Source: an optimization exercise on an open RTL-to-GDS flow (aim: small area, a short achievable clock period and few clock cycles). Production flows keep margins and buffers that such runs may drop. Only simulation tests tie the RTL to the original design; equivalence was not proved.

## flow/design.v (module list and top-level ports; edited modules follow where they fit)
// module convolution: 2381 lines
// module conv_fa: 4 lines
// module conv_ha: 4 lines
// module L1: 47 lines
// module CONV: 156 lines
module  CONV(
	input		  clk,
	input		  reset,
	output		  busy,
	input		  ready,
	output [11:0] iaddr,
	input  [19:0] idata,
	output	 	  cwr,
	output [11:0] caddr_wr,
	output [19:0] cdata_wr,
	output	 	  crd,
	output [11:0] caddr_rd,
	input  [19:0] cdata_rd,
	output [ 2:0] csel
	);
  // ...
==> flow/flow/run.sh <==
#!/bin/bash
set -euo pipefail
bash standard.sh SETUP_SLACK_MARGIN=8 finish > make.log 2>&1
==> flow/standard.sh <==
#!/bin/bash
# synth_recipe.tcl (not shown) runs the flow's synth.tcl, then flattens the netlist and writes it again
# the make line also repeats each setting of config.mk as NAME=value (left out here)
make -C /OpenROAD-flow-scripts/flow DESIGN_CONFIG=/design/flow/config.mk WORK_HOME=/design/flow/orfs CLKGATE_MAP_FILE= SYNTH_SCRIPT=/design/flow/synth_recipe.tcl "${@:-finish}"
==> flow/config.mk <==
export PLATFORM = sky130hd
export DESIGN_NAME = CONV
export DESIGN_NICKNAME = CONV
export VERILOG_FILES = /design/flow/design.v
export SDC_FILE = /design/flow/constraint.sdc
export NUM_CORES = 4
export LEC_CHECK = 0
export CAP_MARGIN = 20
export CORE_MARGIN = 2
export CORE_UTILIZATION = 65
export CTS_BUF_LIST = sky130_fd_sc_hd__clkbuf_8
export CTS_CLUSTER_DIAMETER = 50
export CTS_CLUSTER_SIZE = 16
export SLEW_MARGIN = 20
export SYNTH_HIERARCHICAL = 1
export SYNTH_MINIMUM_KEEP_SIZE = 0
==> flow/constraint.sdc <==
create_clock -name core_clock -period 12.0 [get_ports {clk}]
set_input_delay 2.4000 -clock core_clock [delete_from_list [all_inputs] [get_ports {clk}]]
set_output_delay 2.4000 -clock core_clock [all_outputs]
set_load 0.01 [all_outputs]
==> impl_metrics.py, run 1 <==
metrics = {
    "outcome": {
        "run_status": "no timing/DRC/antenna violations",
    },
    "yosys": {
        "synth_flop_cell": "dfxtp_1",
        "syn-num-nets": 3928,
        "yosys.area_share.simple_pct": 3.853,
        "synth_area_leaders": "fa_1 46%, dfxtp_1 34%, dfrtp_1 3.6%",
        "synth_fa_ha_area_share_pct": 48.49,
    },
    "layout": {
        "nonClockBufferCount": 262,
        "clk_share_pct": 3.551,
        "multi_input_area_um2": 24860,
        "multi_input_area_share_pct": 51.43,
    },
    "sta": {
        "clock_skew_ns": 0.03664,
        "hold_violations": 0,
        "tightest_slew_ns": 1.081,
    },
    "clocking": {
        "cts_tree": "done",
        "htree_levels": 3,
        "clockRootBuffer": "clkbuf_8",
    },
    "floorplan": {
        "die_height_um": 260.4,
        "die_w_um": 260.4,
        "start_util_pct": 65.35,
        "nWellTaps": 864,
        "core-area_um2": 65390,
    },
    "worst_setup_path": {
        "cp_top_family": "adder cells",
        "required_ns": 12.57,
        "worst_path_most_repeated_cell": "fa_1",
        "startpoint": "px[0][11]",
        "reg2reg_depth": 8,
        "reg2reg_to": "u_conv.s1_c25_2",
        "cp_slowest_cell": "fa_2",
        "crit_cells": 8,
    },
    "grt": {
        "use_met3_pct": 15.76,
    },
    "route": {
        "first_pass_iters": 7,
        "met1_length_mm": 47.38,
        "num_vias": 23980,
        "dr_wl_met3_mm": 17.19,
        "ant_nets": 0,
    },
    "min_path": {
        "whs_endpoint": "px[10][16]",
    },
    "placement": {
        "dp_cells": 3748,
    },
}
Testbench counts, summed over its fixed seeds: cycles 62,964.
==> inputs of run 2 (changes only) <==
--- a/flow/config.mk
+++ b/flow/config.mk
@@ -10,5 +10,2 @@
 export CORE_UTILIZATION = 65
-export CTS_BUF_LIST = sky130_fd_sc_hd__clkbuf_8
-export CTS_CLUSTER_DIAMETER = 50
-export CTS_CLUSTER_SIZE = 16
 export SLEW_MARGIN = 20
==> run 2 against run 1 <==
Utilization grew 1.5 points. Largest cell class unchanged. Still clean. Design area grew 2.0%. Critical endpoint unchanged.
==> impl_metrics.py, run 2 <==
metrics = {
    "clocking": {
        "cts_tree": "done",
        "cts.path.max_buffers": 3,
        "path_clk_slew_ns": 0.07,
        "cts_made_buffers": 80,
        "htree_levels": 3,
        "clockRootBuffer": "clkbuf_16",
        "cts_sinks": 812,
        "clk_latency_ns": 0.65,
    },
    "worst_setup_path": {
        "rrSetupSlack_ns": 7.97,
        "setup.worst_path.class": "reg2reg",
        "r2r_start": "px[0][11]",
        "startpoint": "px[0][11]",
        "required_ns": 12.52,
        "reg2reg_to": "u_conv.s1_c25_2",
        "arrival_ns": 4.55,
        "start_kind": "flip-flop",
        "reg2reg_depth": 7,
        "crit_path_max_fanout": 4,
        "endpoint": "u_conv.s1_c25_2",
        "cp-end-kind": "flip-flop",
    },
    "sta": {
        "setup_ws_ns": 7.968,
        "clock_skew_ns": 0.03037,
        "tightest_slew_ns": 1.096,
        "timing.fmax_mhz": 248.0,
        "fin_setup_tns_ns": 0,
        "slew-limit-headroom_pct": 26.82,
        "hold_violations": 0,
        "setup_viol": 0,
        "period_needed_ns": 4.032,
        "post-route-period-util_pct": 33.60,
        "drv_slew": 0,
        "rsz0062_at_grt": "true",
    },
    "floorplan": {
        "die_w_um": 260.4,
        "die_height_um": 260.4,
        "dieArea_um2": 67820,
        "io_pins": 105,
        "num_rows": 94,
        "core-area_um2": 65390,
        "start_util_pct": 65.35,
    },
    "yosys": {
        "synth_largest_area_cell": "fa_1",
        "syn-num-nets": 3928,
        "yosysUniqueCellTypes": 78,
        "synth.top_cells.by_count": "977 x fa_1, 723 x dfxtp_1, 268 x inv_1",
        "synth_flop_cell": "dfxtp_1",
        "yosysSeqAreaShare_pct": 39.33,
        "ys_ff_latch": 812,
        "synth_area_leaders": "fa_1 46%, dfxtp_1 34%, dfrtp_1 3.6%",
        "yosysWarnings": 11,
        "avgSynthCellArea_um2": 15.18,
        "netlist.area_leader.share_pct": 45.77,
        "synth_cells": 2815,
        "syn_area_um2": 42740,
        "yosysMostFrequentCell": "fa_1",
        "synthArstFlopShare_pct": 8.498,
        "synth-edff-count": 20,
    },
    "grt": {
        "grt.overflow.total": 0,
        "grt_pass1_vias": 26840,
        "grt_pass1_wl_mm": 187.0,
        "grt_usage_pct": 40.51,
        "grt_start_max_net_pins": 51,
        "antenna_found_initial": 4,
    },
    "route": {
        "wl_per_cell_um": 32.81,
        "avgViaCountPerCell": 5.953,
        "ant_nets": 0,
        "first_pass_iters": 8,
        "drtIter0Drc": 2520,
        "num_vias": 23960,
        "drc": 0,
        "drt-total-wl_mm": 132.0,
    },
    "placement": {
        "numPortBuffers": 102,
        "post-dp-hpwl_mm": 106.4,
        "gp_congestion": 1.057,
        "dp_slack_ns": 7.514,
    },
    "layout": {
        "seqCellArea_um2": 17190,
        "diodes": 0,
        "layout-drive-gt1-share_pct": 20.47,
        "largest_register": "px",
        "final_nets": 4207,
        "fillers": 3804,
        "syn_to_final_growth_pct": 15.40,
        "multi_input_area_um2": 24880,
        "largest_register_ffs": 460,
        "mostFrequentLayoutCells": "918 x fa_1, 569 x dfxtp_1, 197 x inv_1, 135 x nand2_1, 124 x buf_4",
        "final_common_cell": "fa_1",
    },
    "outcome": {
        "run_status": "no timing/DRC/antenna violations",
    },
    "min_path": {
        "min_path_type": "reg2reg",
    },
    "run": {
        "drv_cap": 0,
    },
}
-- run 2: cell count changes in the layout (fill, tap and decap cells not counted), moves of 7 or more --
cell	before	now
clkbuf_16	0	81
clkbuf_8	88	10
clkdlybuf4s50_1	47	86
dlygate4sd2_1	51	15
buf_4	151	124
clkinv_2	2	15
bufinv_16	0	12
inv_1	209	197
clkinv_8	9	2
fa_1	925	918
fa_2	52	59
-- run 2: cell type report --
cell class | count | share of cell area (%)
Clock buffer | 96 | 4.427
Clock inverter | 52 | 1.474
Inverter | 268 | 2.423
Multi-Input combinational cell | 1699 | 50.45
Sequential cell | 812 | 34.86
Tap cell | 864 | 2.192
Timing Repair Buffer | 233 | 4.173
-- run 2: per-stage QoR --
step	hold WS, ns	util [%]	instances	instance area [µm²]
2_1_floorplan	0.3096	-	2815	42740
3_3_place_gp	0.3096	68.31	3747	44670
3_5_place_dp	0.3121	68.32	3748	44680
4_1_cts	0.2999	74.23	3964	48540
5_1_grt	0.3123	75.42	4024	49320
6_report	0.3116	75.42	4024	49320
-- run 2: how the worst min path moves through the flow --
| stage | slack (ns) | depth (start not counted) | end | startpoint |
|---|---|---|---|---|
| 2_1_floorplan | 0.31 | 0 | px[10][0] | px[9][0] |
| 3_3_place_gp | 0.31 | 0 | px[19][17] | px[18][17] |
| 3_5_place_dp | 0.31 | 0 | px[4][13] | px[3][13] |
| 4_1_cts | 0.30 | 0 | px[19][10] | px[18][10] |
| 5_1_grt | 0.31 | 0 | px[19][10] | px[18][10] |
| 6_report | 0.31 | 0 | px[19][10] | px[18][10] |
-- run 2: layer usage --
metal  wire (µm)  vias to the layer above  track usage, %
li1            -                     9398               -
met1       47980                    12690           51.44
met2       60880                     1545           62.65
met3       17270                      321           17.07
met4        5870                        4           15.44
met5          30                        -               0
-- run 2: what timing repair did --
| action | 4_1_cts | 5_1_grt |
|---|---|---|
| endpoints found under the setup margin | 104 | 61 |
| buffers inserted | 68 | 59 |
| hold buffers | 0 | 0 |
| resized for setup | 248 | 129 |
| pin swaps | 1 | 44 |
| gates cloned | 0 | 1 |
-- run 2: per-module statistics from Yosys, one instance, submodules excluded --
module	times used	cells	area (µm²)	flops+latches
conv_ha	6	1	12.51	0
CONV	1	882	13040	542
convolution	1	690	6678	191
L1	1	260	3386	79
conv_fa	977	1	20.02	0
-- run 2: worst max-delay path, stage by stage, from the launching register on --
cell and delay, ns:
dfxtp_4 0.42, clkinvlp_4 0.25, fa_1 0.71, fa_1 0.51
fa_1 0.55, fa_1 0.47, fa_1 0.51, fa_1 0.47
-- run 2: logic make-up after synthesis --
family / synth area share, %
adders and majority gates: 48.49
DFF: 39.33
and+or+nand+nor: 3.853
buffers and inverters: 2.816
AOI/OAI and AO/OA: 2.667
muxes: 1.634
xor gates and xnor gates: 1.189
other: 0.01757

[what the ideal ports hide]
Ports are ideal in the flow. The routed layouts listed here were re-timed in OpenROAD. Step 1 sets driving cells, clkbuf_16 on the clock port and buf_2 on the other inputs (assumed; they add their load-dependent delay and slew). Step 2 adds t to the input delays and takes it off the output delays; t is the mean of the earliest and latest rising clock arrival at the registers after step 1. Input paths then give back, and output paths get back, about the clock's delay inside the block. Three values: no drivers, after step 1, after step 2; two values: the first two.
| run | t (ns) | slack for setup (ns) | worst hold slack (ns) | worst setup path at the end | clock arrival spread, ns |
|---|---|---|---|---|---|
| run 1 | 0.757 | 7.924 / 7.924 / 7.924 | 0.309 / 0.309 / 0.309 | register to register | 0.038 / 0.038 |
| run 2 | 0.701 | 7.968 / 7.966 / 7.968 | 0.312 / 0.312 / 0.312 | register to register | 0.030 / 0.030 |
After both steps setup and hold are still met in every run listed.
